From an optimization exercise on the open Yosys and OpenROAD flow, aimed at small area, a short achievable clock period and few clock cycles per item; shortcuts taken in it are not production practice.
Function was not checked in any run shown here: the RTL went through the layout flow alone.
No activity file was given, so power comes from the tool's default toggle rates.

===== design/flow/config.mk =====
export PLATFORM = sky130hd
export DESIGN_NAME = function_calculator
export DESIGN_NICKNAME = function_calculator
export VERILOG_FILES = /design/flow/design.v
export SDC_FILE = /design/flow/constraint.sdc
export NUM_CORES = 4
export LEC_CHECK = 0
export CAP_MARGIN = 20
export CORE_MARGIN = 2
export CORE_UTILIZATION = 40
export SLEW_MARGIN = 20

===== design/flow/constraint.sdc =====
create_clock -name core_clock -period 5.0 [get_ports {clk_i}]
set_input_delay 1.0000 -clock core_clock [delete_from_list [all_inputs] [get_ports {clk_i}]]
set_output_delay 1.0000 -clock core_clock [all_outputs]
set_load 0.01 [all_outputs]

===== design/flow/design.v =====
`timescale 1ns / 1ps
module function_calculator(
    input clk_i,
    input rst_i,
    input [15:0] sw_i,
    input start_i,
    output busy_o,
    output [15:0] y_calc
 );
    wire [7:0] b_i = sw_i[7:0];
    reg [2:0] r_d;
    always @(*) begin
        if (b_i >= 8'd216)      r_d = 3'd6;
        else if (b_i >= 8'd125) r_d = 3'd5;
        else if (b_i >= 8'd64)  r_d = 3'd4;
        else if (b_i >= 8'd27)  r_d = 3'd3;
        else if (b_i >= 8'd8)   r_d = 3'd2;
        else if (b_i >= 8'd1)   r_d = 3'd1;
        else                    r_d = 3'd0;
    end
    reg [7:0] aa;
    reg [2:0] rr;
    always @(posedge clk_i) begin
        if (rst_i) begin
            aa <= 8'd0;
            rr <= 3'd0;
        end else if (start_i) begin
            aa <= sw_i[15:8];
            rr <= r_d;
        end
    end
    wire n0 = aa[1] & ~aa[0];
    wire n1 = aa[1] & aa[0];
    wire n2 = aa[2] & ~aa[1];
    wire n3 = aa[2] & aa[1];
    wire n4 = aa[3] & ~aa[2];
    wire n5 = aa[3] & aa[2];
    wire n6 = aa[4] & ~aa[3];
    wire n7 = aa[4] & aa[3];
    wire n8 = aa[5] & ~aa[4];
    wire n9 = aa[5] & aa[4];
    wire n10 = aa[6] & ~aa[5];
    wire n11 = aa[6] & aa[5];
    wire n12 = aa[7] & ~aa[6];
    wire n13 = aa[7] & aa[6];
    wire n14 = aa[0] & aa[2];
    wire n15 = aa[0] & aa[3];
    wire n16 = aa[0] & aa[4];
    wire n17 = aa[0] & aa[5];
    wire n18 = aa[0] & aa[6];
    wire n19 = aa[0] & aa[7];
    wire n20 = aa[1] & aa[3];
    wire n21 = aa[1] & aa[4];
    wire n22 = aa[1] & aa[5];
    wire n23 = aa[1] & aa[6];
    wire n24 = aa[1] & aa[7];
    wire n25 = aa[2] & aa[4];
    wire n26 = aa[2] & aa[5];
    wire n27 = aa[2] & aa[6];
    wire n28 = aa[2] & aa[7];
    wire n29 = aa[3] & aa[5];
    wire n30 = aa[3] & aa[6];
    wire n31 = aa[3] & aa[7];
    wire n32 = aa[4] & aa[6];
    wire n33 = aa[4] & aa[7];
    wire n34 = aa[5] & aa[7];
    wire n35 = n5 ^ n18;
    wire n36 = n5 & n18;
    wire n37 = n6 ^ n19 ^ n23;
    wire n38 = (n6 & n19) | (n6 & n23) | (n19 & n23);
    wire n39 = n7 ^ n24 ^ n27;
    wire n40 = (n7 & n24) | (n7 & n27) | (n24 & n27);
    wire n41 = n8 ^ n28;
    wire n42 = n8 & n28;
    wire n43 = n9 ^ n31;
    wire n44 = n9 & n31;
    wire n45 = n3 ^ n16;
    wire n46 = n3 & n16;
    wire n47 = n4 ^ n17 ^ n21;
    wire n48 = (n4 & n17) | (n4 & n21) | (n17 & n21);
    wire n49 = n22 ^ n25 ^ n35;
    wire n50 = (n22 & n25) | (n22 & n35) | (n25 & n35);
    wire n51 = n26 ^ n36 ^ n37;
    wire n52 = (n26 & n36) | (n26 & n37) | (n36 & n37);
    wire n53 = n29 ^ n38 ^ n39;
    wire n54 = (n29 & n38) | (n29 & n39) | (n38 & n39);
    wire n55 = n30 ^ n40 ^ n41;
    wire n56 = (n30 & n40) | (n30 & n41) | (n40 & n41);
    wire n57 = n32 ^ n42 ^ n43;
    wire n58 = (n32 & n42) | (n32 & n43) | (n42 & n43);
    wire n59 = n10 ^ n33 ^ n44;
    wire n60 = (n10 & n33) | (n10 & n44) | (n33 & n44);
    wire n61 = n11 ^ n34;
    wire n62 = n11 & n34;
    wire n63 = aa[0] ^ rr[0];
    wire n64 = aa[0] & rr[0];
    wire n65 = rr[1] ^ n64;
    wire n66 = rr[1] & n64;
    wire n67 = n0 ^ rr[2] ^ n66;
    wire n68 = (n0 & rr[2]) | (n0 & n66) | (rr[2] & n66);
    wire n69 = n1 ^ n14 ^ n68;
    wire n70 = (n1 & n14) | (n1 & n68) | (n14 & n68);
    wire n71 = n2 ^ n15 ^ n70;
    wire n72 = (n2 & n15) | (n2 & n70) | (n15 & n70);
    wire n73 = n20 ^ n45 ^ n72;
    wire n74 = (n20 & n45) | (n20 & n72) | (n45 & n72);
    wire n75 = n46 ^ n47 ^ n74;
    wire n76 = (n46 & n47) | (n46 & n74) | (n47 & n74);
    wire n77 = n48 ^ n49 ^ n76;
    wire n78 = (n48 & n49) | (n48 & n76) | (n49 & n76);
    wire n79 = n50 ^ n51 ^ n78;
    wire n80 = (n50 & n51) | (n50 & n78) | (n51 & n78);
    wire n81 = n52 ^ n53 ^ n80;
    wire n82 = (n52 & n53) | (n52 & n80) | (n53 & n80);
    wire n83 = n54 ^ n55 ^ n82;
    wire n84 = (n54 & n55) | (n54 & n82) | (n55 & n82);
    wire n85 = n56 ^ n57 ^ n84;
    wire n86 = (n56 & n57) | (n56 & n84) | (n57 & n84);
    wire n87 = n58 ^ n59 ^ n86;
    wire n88 = (n58 & n59) | (n58 & n86) | (n59 & n86);
    wire n89 = n60 ^ n61 ^ n88;
    wire n90 = (n60 & n61) | (n60 & n88) | (n61 & n88);
    wire n91 = n12 ^ n62 ^ n90;
    wire n92 = (n12 & n62) | (n12 & n90) | (n62 & n90);
    wire n93 = n13 ^ n92;
    wire n94 = n13 & n92;
    wire [15:0] sq = {n93, n91, n89, n87, n85, n83, n81, n79, n77, n75, n73, n71, n69, n67, n65, n63};
    assign y_calc = sq;
    assign busy_o = 1'b0;
endmodule

===== design/flow/run.sh =====
#!/bin/bash
# synth_recipe.tcl (not shown) runs the flow's synth.tcl, then flattens the netlist and writes it again
# the make line also repeats each setting of config.mk as NAME=value (left out here)
make -C /OpenROAD-flow-scripts/flow DESIGN_CONFIG=/design/flow/config.mk WORK_HOME=/design/flow/orfs CLKGATE_MAP_FILE= SYNTH_SCRIPT=/design/flow/synth_recipe.tcl finish

==> results.py, run 1 <==
metrics = {
    "outcome": {
        "status": "complete, but fails checks",
        "violatedChecks": "negative setup slack",
    },
    "grt": {
        "antenna_found_initial": 0,
        "grt_overflow": 0,
        "grt_max_degree": 14,
        "grt_util_all_layers_pct": 13.2,
        "number_of_global_route_vias_before_repair": 1047,
        "first_pass_grt_wire_length_microns": 4380,
    },
    "critical_path": {
        "timing.critical_path.required_ps": 4000,
        "cp_max_fo": 2,
        "crit_chain": "ha_4, ha_4, fa_2, inv_2, fa_2, inv_2, fa_2, inv_2, fa_2, fa_2, inv_2, fa_2, fa_2, fa_2, fa_2, fa_2, fa_2, fa_2, fa_2, xnor2_2, buf_2",
        "critPathArrivalTime_ps": 5460,
        "ff2ff_path_depth": 3,
        "critical_path.max_stage_delay_ps": 380,
        "critPathCaptureType": "primary output",
        "startpoint_type": "flip-flop",
        "worstSetupStartpoint": "aa[0]$_SDFFE_PP0P_",
        "beginning_of_the_worst_register_to_register_path": "rr[0]$_SDFFE_PP0P_",
        "reg2reg_setup_slack_ps": 4010,
        "worstReg2RegEnd": "rr[0]$_SDFFE_PP0P_",
        "cp-endpoint": "y_calc[15]",
        "critical_path_most_common_cell": "sky130_fd_sc_hd__fa_2",
        "timing_worst_setup_path_type": "flip-flop to primary output",
        "critPathSlowestCell": "sky130_fd_sc_hd__fa_2",
    },
    "synth": {
        "synth.ff_latch_count": 11,
        "synth_area_per_cell_sq_um": 9.21,
        "async_flop_share_pct": 0,
        "dominant_cells_by_area_after_synthesis": "sky130_fd_sc_hd__fa_1 (30%), sky130_fd_sc_hd__dfxtp_1 (15%), sky130_fd_sc_hd__buf_4 (9.3%)",
        "syn_nets": 205,
        "synth.top_cells.by_count": "sky130_fd_sc_hd__inv_1 (24), sky130_fd_sc_hd__fa_1 (22), sky130_fd_sc_hd__and2_1 (20), sky130_fd_sc_hd__buf_4 (18)",
        "post-synth-top-area-fraction_pct": 30.4,
        "netlist_instances": 157,
        "synth_area_sq_um": 1450,
        "synth.lib_cells_used.distinct": 24,
        "synth-warning-count": 1,
        "synth_edf_count": 0,
        "synth_sequential_area_ratio_pct": 15.2,
        "synth_flop_cell": "sky130_fd_sc_hd__dfxtp_1",
        "yosysMostFrequentCell": "sky130_fd_sc_hd__inv_1",
        "biggest_area_consumer_among_synthesized_cells": "sky130_fd_sc_hd__fa_1",
    },
    "finish": {
        "design.final.nets": 234,
        "fin_util_pct": 54.9,
        "insertedDiodeCount": 0,
        "flow.area_growth_from_synthesis_pct": 29.8,
        "final_design_area_no_fill_sq_um": 1880,
        "post_route_cells_drive_above_1_share_pct": 25.4,
    },
    "cts": {
        "tritoncts_clock_tree": "done",
        "cts.sink_count": 11,
        "clk_latency_ps": 250,
        "clkTransAtPathRegs_ps": 70,
        "clockRootBuffer": "sky130_fd_sc_hd__clkbuf_4",
        "cts_max_path_buffers": 2,
        "htreeDepth": 1,
        "tritoncts.num_buffers": 3,
    },
    "timing": {
        "totalNegativeSetupSlack_ps": -5130,
        "grt_setup_unrepaired": "yes",
        "slew_violations": 0,
        "setup_viol": 6,
        "post-route-worst-setup-slack_ps": -1460,
        "post-route-period-util_pct": 129,
        "finalHoldViolations": 0,
        "worstMarginPinSlew_ps": 643,
        "final.setup_skew_ps": 0,
        "timing.fmax_mhz": 155,
        "slew-limit-headroom_pct": 57.0,
        "final_period_minus_worst_setup_slack_ps": 6460,
    },
    "routing": {
        "dr_total_vias": 1054,
        "finalWirelength_microns": 2500,
        "drt-vias-per-instance": 4.56,
        "routed_wire_length_per_instance_microns": 10.8,
        "drt_pre_antenna_iters": 4,
        "final_antenna_net_count": 0,
        "drcViolationCount": 0,
        "initialDrtViolationCount": 16,
    },
    "placement": {
        "numPortBuffers": 34,
        "place_congestion": 0.764,
        "detailed_place.area_sq_um": 1840,
        "dpl.hpwl_microns": 2160,
    },
    "power_and_ir_drop": {
        "leakagePower_nw": 0.886,
        "max-vdd-ir-drop_mv": 0.0762,
        "pwr_density_cell_nw_per_um2": 137,
    },
    "flow_run": {
        "max_cap_viol_count": 0,
    },
    "floorplanning": {
        "initial_core_util_pct": 42.3,
        "die_area_sq_um": 4110,
        "die_w_microns": 64.1,
        "ios": 36,
        "die-height_microns": 64.1,
        "core_sq_um": 3420,
        "std_cell_rows": 21,
    },
    "worst_hold_path": {
        "timing.hold.worst.class": "flip-flop to flip-flop",
    },
}
## sequential cells by signal, summed over array words and instances (netlist names)
name  cells
aa        8
rr        3
## metrics by stage
step / cells / setup slack, ps / power, W / hold WS, ps
final: 231 / -1460 / 0.000257 / 532
after global routing: 231 / -1640 / 0.000277 / 568
after CTS: 231 / -1540 / 0.000262 / 530
after detailed placement: 227 / -1580 / 0.000204 / 520
after global placement: 227 / -1540 / 0.000203 / 516
after floorplan: 157 / -1060 / 0.000165 / 477
## report_power, final
group          leakage, nW  switching, W  internal (W)   total, W
combinational        0.779     0.0000446     0.0000578   0.000102
clock               0.0150     0.0000257     0.0000307  0.0000564
sequential          0.0919    0.00000524     0.0000933  0.0000985
## routing by layer
layer	up-vias	routed length, microns	track usage [%]	share of wire, %
li1	520	-	-	-
met1	511	1170	17.7	47
met2	23	1230	23.6	49
met3	0	92	1.58	3.7
met4	0	0	1.60	0
met5	-	0	0	0
## layout by cell type, fill, tap and decap left out, types with 2 or more instances in the layout
cell type and n:
sky130_fd_sc_hd__dfxtp_1 9, sky130_fd_sc_hd__nand2_1 9, sky130_fd_sc_hd__fa_2 13, sky130_fd_sc_hd__inv_1 20
sky130_fd_sc_hd__clkbuf_4 3, sky130_fd_sc_hd__fa_1 9, sky130_fd_sc_hd__ha_4 2, sky130_fd_sc_hd__and2_1 20
sky130_fd_sc_hd__nor2_1 11, sky130_fd_sc_hd__buf_6 5, sky130_fd_sc_hd__mux2i_1 8, sky130_fd_sc_hd__inv_2 5
sky130_fd_sc_hd__clkdlybuf4s50_1 27, sky130_fd_sc_hd__xnor2_1 2, sky130_fd_sc_hd__o211ai_2 2, sky130_fd_sc_hd__nor2b_1 7
sky130_fd_sc_hd__ha_1 5, sky130_fd_sc_hd__buf_4 11, sky130_fd_sc_hd__a21oi_1 2
## cell families (layout without fill, tap and decap cells)
logic type,count (synthesis),after routing,synth area share (%)
compound gates,9,9,5.02
other cells,1,1,0.259
fa+ha+maj,31,31,38.0
flops,11,11,15.2
mux,8,8,5.54
buf+inv,46,74,16.6
xor+xnor,3,3,1.82
simple gates,48,48,17.6
## final cells by class
cell class,instances,area [sq um]
multi-input cells,100,1050
fillers,333,1540
flip-flops and latches,11,225
repair buffers,45,423
clock buffers,4,26.3
well taps,46,57.6
inverters,25,93.8
## repair_timing
action	CTS	global route
hold buffers	0	0
pin swaps	6	2
buffers inserted	0	0
resized for setup	33	1
endpoints found under the setup margin	7	6
## worst max-delay path: cells and delay by family, from the launching register on
family	cells	cell delay [ps]
XOR/XNOR	1	130
adder cells (fa/ha/maj)	15	4410
buffers and inverters	5	340
flip-flops	1	350
## how the worst min path moves through the flow
stage / depth (start not counted) / end / slack [ps] / start
after floorplan: 2 / rr[1]$_SDFFE_PP0P_ / 480 / rr[1]$_SDFFE_PP0P_
after CTS: 2 / rr[1]$_SDFFE_PP0P_ / 530 / rr[1]$_SDFFE_PP0P_
after global placement: 2 / rr[1]$_SDFFE_PP0P_ / 520 / rr[1]$_SDFFE_PP0P_
final: 2 / rr[1]$_SDFFE_PP0P_ / 530 / rr[1]$_SDFFE_PP0P_
after global routing: 2 / rr[1]$_SDFFE_PP0P_ / 570 / rr[1]$_SDFFE_PP0P_
after detailed placement: 2 / rr[1]$_SDFFE_PP0P_ / 520 / rr[1]$_SDFFE_PP0P_
==> run 2, diff against run 1 <==
--- a/design/flow/design.v
+++ b/design/flow/design.v
@@ -8,16 +8,12 @@
     output [15:0] y_calc
  );
     wire [7:0] b_i = sw_i[7:0];
-    reg [2:0] r_d;
-    always @(*) begin
-        if (b_i >= 8'd216)      r_d = 3'd6;
-        else if (b_i >= 8'd125) r_d = 3'd5;
-        else if (b_i >= 8'd64)  r_d = 3'd4;
-        else if (b_i >= 8'd27)  r_d = 3'd3;
-        else if (b_i >= 8'd8)   r_d = 3'd2;
-        else if (b_i >= 8'd1)   r_d = 3'd1;
-        else                    r_d = 3'd0;
-    end
+    wire [2:0] r_d = (b_i >= 8'd216) ? 3'd6 :
+                     (b_i >= 8'd125) ? 3'd5 :
+                     (b_i >= 8'd64)  ? 3'd4 :
+                     (b_i >= 8'd27)  ? 3'd3 :
+                     (b_i >= 8'd8)   ? 3'd2 :
+                     (b_i >= 8'd1)   ? 3'd1 : 3'd0;
     reg [7:0] aa;
     reg [2:0] rr;
     always @(posedge clk_i) begin
==> design/flow/flow/run.sh (new file) <==
#!/bin/bash
# Standard layout, with the port buffers inserted as buf_1 cells instead of
# the resizer's default choice (clkdlybuf4s50_1, larger and slower).
set -euo pipefail
echo 'export BUFFER_PORTS_ARGS = -buffer_cell sky130_fd_sc_hd__buf_1' >> config.mk
bash standard.sh > standard.log 2>&1
==> design/flow/standard.sh (new file) <==
#!/bin/bash
# synth_recipe.tcl (not shown) runs the flow's synth.tcl, then flattens the netlist and writes it again
# the make line also repeats each setting of config.mk as NAME=value (left out here)
make -C /OpenROAD-flow-scripts/flow DESIGN_CONFIG=/design/flow/config.mk WORK_HOME=/design/flow/orfs CLKGATE_MAP_FILE= SYNTH_SCRIPT=/design/flow/synth_recipe.tcl "${@:-finish}"
--- a/design/flow/config.mk
+++ b/design/flow/config.mk
@@ -5,7 +5,9 @@
 export SDC_FILE = /design/flow/constraint.sdc
 export NUM_CORES = 4
 export LEC_CHECK = 0
+export ABC_AREA = 1
 export CAP_MARGIN = 20
 export CORE_MARGIN = 2
 export CORE_UTILIZATION = 40
 export SLEW_MARGIN = 20
+export BUFFER_PORTS_ARGS = -buffer_cell sky130_fd_sc_hd__buf_1
removed: design/flow/run.sh
==> results.py, run 2 <==
metrics = {
    "synth": {
        "synth_area_per_cell_sq_um": 7.30,
        "netlist_instances": 203,
        "synth.lib_cells_used.distinct": 21,
        "post-synth-top-area-fraction_pct": 29.7,
        "synth_flop_cell": "sky130_fd_sc_hd__dfxtp_1",
        "synth_edf_count": 0,
        "syn_nets": 251,
        "biggest_area_consumer_among_synthesized_cells": "sky130_fd_sc_hd__fa_1",
        "yosysMostFrequentCell": "sky130_fd_sc_hd__inv_1",
        "synth_area_sq_um": 1480,
        "dominant_cells_by_area_after_synthesis": "sky130_fd_sc_hd__fa_1 (30%), sky130_fd_sc_hd__dfxtp_1 (15%), sky130_fd_sc_hd__inv_1 (12%)",
        "synth_sequential_area_ratio_pct": 14.9,
        "async_flop_share_pct": 0,
        "synth.top_cells.by_count": "sky130_fd_sc_hd__inv_1 (49), sky130_fd_sc_hd__nand2_1 (40), sky130_fd_sc_hd__fa_1 (22), sky130_fd_sc_hd__buf_4 (17)",
        "synth-warning-count": 1,
        "synth.ff_latch_count": 11,
    },
    "timing": {
        "timing.fmax_mhz": 155,
        "grt_setup_unrepaired": "yes",
        "post-route-worst-setup-slack_ps": -1450,
        "worst_slack_on_hold_paths_ps": 506,
        "final_period_minus_worst_setup_slack_ps": 6450,
        "setup_viol": 6,
        "post-route-period-util_pct": 129,
        "final.setup_skew_ps": 0,
        "finalHoldViolations": 0,
        "slew_violations": 0,
    },
    "routing": {
        "initialDrtViolationCount": 10,
        "drcViolationCount": 0,
        "finalWirelength_microns": 2440,
        "drt-vias-per-instance": 4.20,
        "dr_total_vias": 1158,
        "routed_wire_length_per_instance_microns": 8.83,
        "drt_pre_antenna_iters": 3,
        "final_antenna_net_count": 0,
    },
    "cts": {
        "htreeDepth": 1,
        "clockRootBuffer": "sky130_fd_sc_hd__clkbuf_8",
        "cts-hold-fix-buffers": 0,
        "tritoncts_clock_tree": "done",
        "cts_post_setup_buffers_inserted": 0,
        "cts.sink_count": 11,
        "clk_latency_ps": 230,
        "cts_max_path_buffers": 2,
        "tritoncts.num_buffers": 3,
        "clkTransAtPathRegs_ps": 50,
    },
    "floorplanning": {
        "die_area_sq_um": 4210,
        "die-height_microns": 64.9,
        "die_w_microns": 64.9,
        "std_cell_rows": 22,
        "core_sq_um": 3610,
        "ios": 36,
        "initial_core_util_pct": 41.1,
    },
    "finish": {
        "max_flop_register": "aa",
        "insertedDiodeCount": 0,
        "final.fill_count": 395,
        "post_route_cells_drive_above_1_share_pct": 21.9,
        "flow.area_growth_from_synthesis_pct": 18.0,
        "final_design_area_no_fill_sq_um": 1750,
        "reg.largest.list": "aa: 8 flops, rr: 3 flops",
        "largest_register_ffs": 8,
        "design.final.nets": 277,
        "leading_cell_types_in_the_layout_fill_and_taps_excluded": "sky130_fd_sc_hd__inv_1 (47), sky130_fd_sc_hd__nand2_1 (40), sky130_fd_sc_hd__buf_1 (28)",
        "finalNonFillerCells": 276,
        "final_common_cell": "sky130_fd_sc_hd__inv_1",
    },
    "placement": {
        "place_congestion": 0.758,
        "pre_cts_slack_ps": -1360,
        "dpl.hpwl_microns": 2170,
        "numPortBuffers": 34,
        "post-place-cells": 272,
        "detailed_place.area_sq_um": 1660,
    },
    "worst_hold_path": {
        "timing.hold.worst.class": "flip-flop to flip-flop",
    },
    "grt": {
        "grt_max_degree": 18,
        "number_of_global_route_vias_before_repair": 1221,
        "antenna_found_initial": 0,
        "grt_overflow": 0,
        "first_pass_grt_wire_length_microns": 4550,
        "grt_util_all_layers_pct": 13.6,
    },
    "critical_path": {
        "startpoint_type": "flip-flop",
        "timing.critical_path.required_ps": 4000,
        "timing_worst_setup_path_type": "flip-flop to primary output",
        "cp_max_fo": 2,
        "critPathCaptureType": "primary output",
        "critPathArrivalTime_ps": 5450,
    },
    "outcome": {
        "violatedChecks": "negative setup slack",
        "status": "complete, but fails checks",
    },
    "power_and_ir_drop": {
        "leakagePower_nw": 0.978,
        "pwr_density_cell_nw_per_um2": 168,
        "max-vdd-ir-drop_mv": 0.119,
    },
    "flow_run": {
        "max_cap_viol_count": 0,
    },
}
==> run 2: worst paths after layout <==
path	cells past startpoint	startpoint	endpoint	slack (ps)
worst max-delay path	18	aa[0]$_SDFFE_PP0P_	y_calc[14]	-1450
worst min-delay path	2	rr[0]$_SDFFE_PP0P_	rr[0]$_SDFFE_PP0P_	510
worst max register to register	4	aa[0]$_SDFFE_PP0P_	aa[0]$_SDFFE_PP0P_	4080
worst min register to register	2	rr[0]$_SDFFE_PP0P_	rr[0]$_SDFFE_PP0P_	510
==> run 2: kinds of logic after synthesis <==
logic type               count (synthesis)  synth area share [%]
adder cells (fa/ha/maj)                 29                  35.6
AO/OA/AOI/OAI                           25                  9.12
flip-flops                              11                  14.9
buffers and inverters                   80                  24.7
XOR/XNOR                                 1                 0.591
other                                    1                 0.253
AND/OR/NAND/NOR                         56                  14.9
==> run 2: worst max-delay path, stage by stage (launching register included) <==
cell,delay [ps]
sky130_fd_sc_hd__dfxtp_2,330
sky130_fd_sc_hd__ha_4,160
sky130_fd_sc_hd__ha_4,150
sky130_fd_sc_hd__fa_2,350
sky130_fd_sc_hd__fa_2,350
sky130_fd_sc_hd__fa_2,340
sky130_fd_sc_hd__inv_2,60
sky130_fd_sc_hd__fa_2,190
sky130_fd_sc_hd__fa_2,190
sky130_fd_sc_hd__inv_2,40
sky130_fd_sc_hd__fa_2,330
sky130_fd_sc_hd__fa_2,340
sky130_fd_sc_hd__fa_2,350
sky130_fd_sc_hd__fa_2,360
sky130_fd_sc_hd__fa_2,340
sky130_fd_sc_hd__fa_2,340
sky130_fd_sc_hd__fa_2,350
sky130_fd_sc_hd__fa_2,540
sky130_fd_sc_hd__buf_6,100
==> run 2: area by class of cell <==
class	count	area (sq um)	share of cell area (%)
clock buffer	4	45.0	2.58
inverter	54	203	11.6
multi-input combinational	112	953	54.5
sequential	11	223	12.7
tap	48	60.1	3.44
timing repair buffer	47	264	15.1
==> run 2: repair_timing <==
action / 4_1_cts / 5_1_grt
gates resized for setup: 11 / 0
setup endpoints to repair: 6 / 6
pin swaps: 2 / 1
==> run 2: where the power goes <==
group	internal [W]	leakage, nW	switching, W	total [W]
Clock	0.0000557	0.0228	0.0000303	0.0000861
Combinational	0.0000473	0.864	0.0000600	0.000107
Sequential	0.0000945	0.0921	0.00000554	0.000100
==> run 2: per-layer routing <==
metal  track usage, %  share of wire, %  up-vias
li1                 -                 -      614
met1             15.6                45      520
met2             26.2                51       22
met3             2.43               4.0        2
met4             2.39              0.70        0
met5                0                 0        -
==> run 2: stage by stage <==
step / utilization (%) / total power [W] / setup TNS [ps]
final: 48.5 / 0.000293 / -5190
after floorplan: - / 0.000190 / -3810
after CTS: 48.5 / 0.000299 / -5450
after detailed placement: 46.1 / 0.000204 / -4730
after global routing: 48.5 / 0.000319 / -6070
after global placement: 46.1 / 0.000203 / -4470
==> run 3, diff against run 2 <==
--- a/design/flow/design.v
+++ b/design/flow/design.v
@@ -104,8 +104,8 @@
     wire n76 = (n46 & n47) | (n46 & n74) | (n47 & n74);
     wire n77 = n48 ^ n49 ^ n76;
     wire n78 = (n48 & n49) | (n48 & n76) | (n49 & n76);
-    wire n79 = n50 ^ n51 ^ n78;
-    wire n80 = (n50 & n51) | (n50 & n78) | (n51 & n78);
+    wire n79 = n50 ^ n51;
+    wire n80 = n50 & n51;
     wire n81 = n52 ^ n53 ^ n80;
     wire n82 = (n52 & n53) | (n52 & n80) | (n53 & n80);
     wire n83 = n54 ^ n55 ^ n82;
@@ -120,7 +120,26 @@
     wire n92 = (n12 & n62) | (n12 & n90) | (n62 & n90);
     wire n93 = n13 ^ n92;
     wire n94 = n13 & n92;
-    wire [15:0] sq = {n93, n91, n89, n87, n85, n83, n81, n79, n77, n75, n73, n71, n69, n67, n65, n63};
+    wire n95 = n50 ^ n51 ^ 1'b1;
+    wire n96 = (n50 & n51) | (n50 & 1'b1) | (n51 & 1'b1);
+    wire n97 = n52 ^ n53 ^ n96;
+    wire n98 = (n52 & n53) | (n52 & n96) | (n53 & n96);
+    wire n99 = n54 ^ n55 ^ n98;
+    wire n100 = (n54 & n55) | (n54 & n98) | (n55 & n98);
+    wire n101 = n56 ^ n57 ^ n100;
+    wire n102 = (n56 & n57) | (n56 & n100) | (n57 & n100);
+    wire n103 = n58 ^ n59 ^ n102;
+    wire n104 = (n58 & n59) | (n58 & n102) | (n59 & n102);
+    wire n105 = n60 ^ n61 ^ n104;
+    wire n106 = (n60 & n61) | (n60 & n104) | (n61 & n104);
+    wire n107 = n12 ^ n62 ^ n106;
+    wire n108 = (n12 & n62) | (n12 & n106) | (n62 & n106);
+    wire n109 = n13 ^ n108;
+    wire n110 = n13 & n108;
+    wire [7:0] hi0 = {n93, n91, n89, n87, n85, n83, n81, n79};
+    wire [7:0] hi1 = {n109, n107, n105, n103, n101, n99, n97, n95};
+    wire [7:0] lo = {n77, n75, n73, n71, n69, n67, n65, n63};
+    wire [15:0] sq = {n78 ? hi1 : hi0, lo};
     assign y_calc = sq;
     assign busy_o = 1'b0;
 endmodule
==> results.py, run 3 <==
metrics = {
    "outcome": {
        "status": "no timing/DRC/antenna violations",
    },
    "finish": {
        "insertedDiodeCount": 0,
        "flow.area_growth_from_synthesis_pct": 7.39,
        "design.final.nets": 315,
        "largest_register_ffs": 8,
        "finalNonFillerCells": 315,
        "post_route_cells_drive_above_1_share_pct": 4.53,
        "multi_input_comb_area_sq_um": 1110,
        "final_common_cell": "sky130_fd_sc_hd__nand2_1",
        "reg.largest.list": "aa: 8 flops, rr: 3 flops",
        "final.fill_count": 444,
        "max_flop_register": "aa",
        "leading_cell_types_in_the_layout_fill_and_taps_excluded": "sky130_fd_sc_hd__nand2_1 (68), sky130_fd_sc_hd__inv_1 (52), sky130_fd_sc_hd__buf_1 (34)",
        "fin_util_pct": 44.4,
        "regArea_sq_um": 220,
    },
    "worst_hold_path": {
        "timing.hold.worst.class": "flip-flop to flip-flop",
        "whs_path_depth": 2,
    },
    "grt": {
        "antenna_found_initial": 0,
        "grt_max_degree": 16,
        "grt_util_all_layers_pct": 14.4,
        "number_of_global_route_vias_before_repair": 1336,
        "first_pass_grt_wire_length_microns": 5290,
        "grt_overflow": 0,
    },
    "placement": {
        "place_congestion": 0.749,
        "numPortBuffers": 34,
        "post-place-cells": 311,
        "pre_cts_slack_ps": 381,
        "dpl.hpwl_microns": 2390,
    },
    "routing": {
        "final_antenna_net_count": 0,
        "dr_total_vias": 1391,
        "drt_pre_antenna_iters": 4,
        "routed_wire_length_per_instance_microns": 8.92,
        "initialDrtViolationCount": 47,
        "drt-vias-per-instance": 4.42,
        "finalWirelength_microns": 2810,
        "drcViolationCount": 0,
    },
    "synth": {
        "synth.top_cells.by_count": "sky130_fd_sc_hd__nand2_1 (68), sky130_fd_sc_hd__inv_1 (52), sky130_fd_sc_hd__nor2_1 (17), sky130_fd_sc_hd__fa_1 (15), sky130_fd_sc_hd__ha_1 (15)",
        "synth.ff_latch_count": 11,
        "synth_area_per_cell_sq_um": 6.62,
        "dominant_cells_by_area_after_synthesis": "sky130_fd_sc_hd__fa_1 (18%), sky130_fd_sc_hd__nand2_1 (16%), sky130_fd_sc_hd__dfxtp_1 (13%)",
        "synth_area_sq_um": 1640,
        "synth_edf_count": 0,
        "syn_nets": 297,
        "synth_flop_cell": "sky130_fd_sc_hd__dfxtp_1",
        "async_flop_share_pct": 0,
        "synth-warning-count": 1,
        "post-synth-top-area-fraction_pct": 18.3,
        "synth_sequential_area_ratio_pct": 13.4,
        "yosysMostFrequentCell": "sky130_fd_sc_hd__nand2_1",
        "netlist_instances": 248,
        "biggest_area_consumer_among_synthesized_cells": "sky130_fd_sc_hd__fa_1",
        "synth.lib_cells_used.distinct": 26,
    },
    "power_and_ir_drop": {
        "leakagePower_nw": 1.02,
        "max-vdd-ir-drop_mv": 0.106,
        "power.total_w": 0.000271,
        "pwr-share-seq_pct": 38.9,
        "netSwitchingFraction_pct": 32.6,
        "internal_power_of_the_cells_w": 0.000182,
        "pwr_density_cell_nw_per_um2": 153,
        "share_of_total_power_in_the_clock_network_pct": 31.2,
        "p_switching_w": 0.0000881,
        "combinational_share_of_power_pct": 29.8,
    },
    "timing": {
        "totalNegativeSetupSlack_ps": 0,
        "slew-limit-headroom_pct": 66.6,
        "final_period_minus_worst_setup_slack_ps": 4730,
        "slew_violations": 0,
        "setup_viol": 0,
        "post-route-worst-setup-slack_ps": 270,
        "worstMarginPinSlew_ps": 501,
        "finalHoldViolations": 0,
        "final.setup_skew_ps": 0,
        "grt_setup_unrepaired": "no",
        "timing.fmax_mhz": 211,
        "post-route-period-util_pct": 94.6,
    },
    "critical_path": {
        "ff2ff_path_depth": 2,
        "startpoint_type": "flip-flop",
        "critPathCaptureType": "primary output",
        "timing.critical_path.required_ps": 4000,
        "cp_max_fo": 12,
        "critPathArrivalTime_ps": 3730,
        "timing_worst_setup_path_type": "flip-flop to primary output",
    },
    "flow_run": {
        "max_cap_viol_count": 0,
    },
    "cts": {
        "cts.sink_count": 11,
        "clkTransAtPathRegs_ps": 50,
        "tritoncts.num_buffers": 3,
        "tritoncts_clock_tree": "done",
        "cts_post_setup_buffers_inserted": 0,
        "clk_latency_ps": 230,
        "htreeDepth": 1,
        "cts_max_path_buffers": 2,
        "clockRootBuffer": "sky130_fd_sc_hd__clkbuf_8",
    },
    "floorplanning": {
        "ios": 36,
        "die_area_sq_um": 4640,
        "initial_core_util_pct": 41.4,
        "core_sq_um": 3970,
        "die-height_microns": 68.1,
        "die_w_microns": 68.1,
        "std_cell_rows": 23,
    },
}
run 3: layout make-up:
cell class / instances / share of cell area [%]
Inverter: 54 / 11.5
Clock buffer: 4 / 2.55
Sequential cell: 11 / 12.5
Multi-Input combinational cell: 162 / 62.7
Tap cell: 50 / 3.55
Timing Repair Buffer: 34 / 7.23
run 3: through the flow:
| stage | hold slack (ps) | instance area, sq um |
|---|---|---|
| after floorplan | 448 | 1640 |
| after global placement | 460 | 1720 |
| after detailed placement | 464 | 1720 |
| after CTS | 480 | 1760 |
| after global routing | 508 | 1760 |
| final | 473 | 1760 |
run 3: critical path, stage by stage, from the launching register on:
cell and delay [ps]:
sky130_fd_sc_hd__dfxtp_1 390, sky130_fd_sc_hd__ha_1 230, sky130_fd_sc_hd__ha_1 190, sky130_fd_sc_hd__fa_1 400, sky130_fd_sc_hd__fa_1 390, sky130_fd_sc_hd__fa_1 370, sky130_fd_sc_hd__inv_1 70, sky130_fd_sc_hd__fa_1 180
sky130_fd_sc_hd__fa_1 160, sky130_fd_sc_hd__inv_1 50, sky130_fd_sc_hd__fa_2 440, sky130_fd_sc_hd__inv_1 130, sky130_fd_sc_hd__nor2_1 60, sky130_fd_sc_hd__nand2_2 70, sky130_fd_sc_hd__nand2_1 60, sky130_fd_sc_hd__xnor2_1 130
sky130_fd_sc_hd__buf_1 160
run 3: cells by family after synthesis:
kind of cell,after synthesis,synth area share [%]
other,1,0.228
AND/OR/NAND/NOR,101,25.2
buffers and inverters,75,19.4
AO/OA/AOI/OAI,23,8.30
flip-flops,11,13.4
adder cells (fa/ha/maj),30,29.7
XOR/XNOR,7,3.73
run 3: metal layers:
layer / global-route usage, % / up-vias / routed length, microns
li1: - / 761 / -
met2: 26.0 / 23 / 1270
met4: 1.50 / 0 / 17
met1: 18.3 / 605 / 1410
met5: 0 / - / 0
met3: 2.47 / 2 / 107
run 3: path summary, 6_finish.rpt:
check                          start            endpoint  slack (ps)
setup / recovery  aa[0]$_SDFFE_PP0P_          y_calc[14]         270
hold / removal    rr[0]$_SDFFE_PP0P_  rr[0]$_SDFFE_PP0P_         470
setup reg to reg  aa[2]$_SDFFE_PP0P_  aa[2]$_SDFFE_PP0P_        4080
hold reg to reg   rr[0]$_SDFFE_PP0P_  rr[0]$_SDFFE_PP0P_         470
run 3: power groups by stage:
stage / clock, W / combinational, W / sequential [W]
after CTS: 0.0000871 / 0.0000829 / 0.000106
final: 0.0000845 / 0.0000808 / 0.000105
after global placement: 0 / 0.0000820 / 0.000107
after floorplan: 0 / 0.0000774 / 0.0000972
after global routing: 0.0000923 / 0.0000960 / 0.000107
after detailed placement: 0 / 0.0000826 / 0.000107
run 3: what timing repair did:
item	4_1_cts	5_1_grt
hold buffers	0	0
resized for setup	0	1
endpoints found under the setup margin	0	7
endpoints found under the hold margin	0	0

afterwards: timing with drivers on the ports:
No port has a modelled driver above. Below, the same layouts with a new extraction and two added sets of constraints. Step 1 (the two cells are an assumption about what drives the block):
set clk [get_ports {clk_i}]
set_driving_cell -lib_cell sky130_fd_sc_hd__clkbuf_16 $clk
set_driving_cell -lib_cell sky130_fd_sc_hd__buf_2 [delete_from_list [all_inputs] $clk]
Step 2 moves the port delays by t, midway between the first and last clock arrival at a register: inputs arrive t later, outputs are due t later. That takes back most of the time a late clock gives input paths. Slacks: ideal ports / drivers / drivers and shift; pairs: ideal ports / drivers.
run | shift t [ns] | setup slack, ns | latest minus earliest clock arrival (ns) | pins driven straight from the clock port
run 1 | 0.270 | -1.456 / -1.473 / -1.204 | 0.004 / 0.003 | 1
run 2 | 0.252 | -1.445 / -1.466 / -1.214 | 0.002 / 0.002 | 1
run 3 | 0.249 | 0.270 / 0.249 / 0.499 | 0.003 / 0.003 | 1
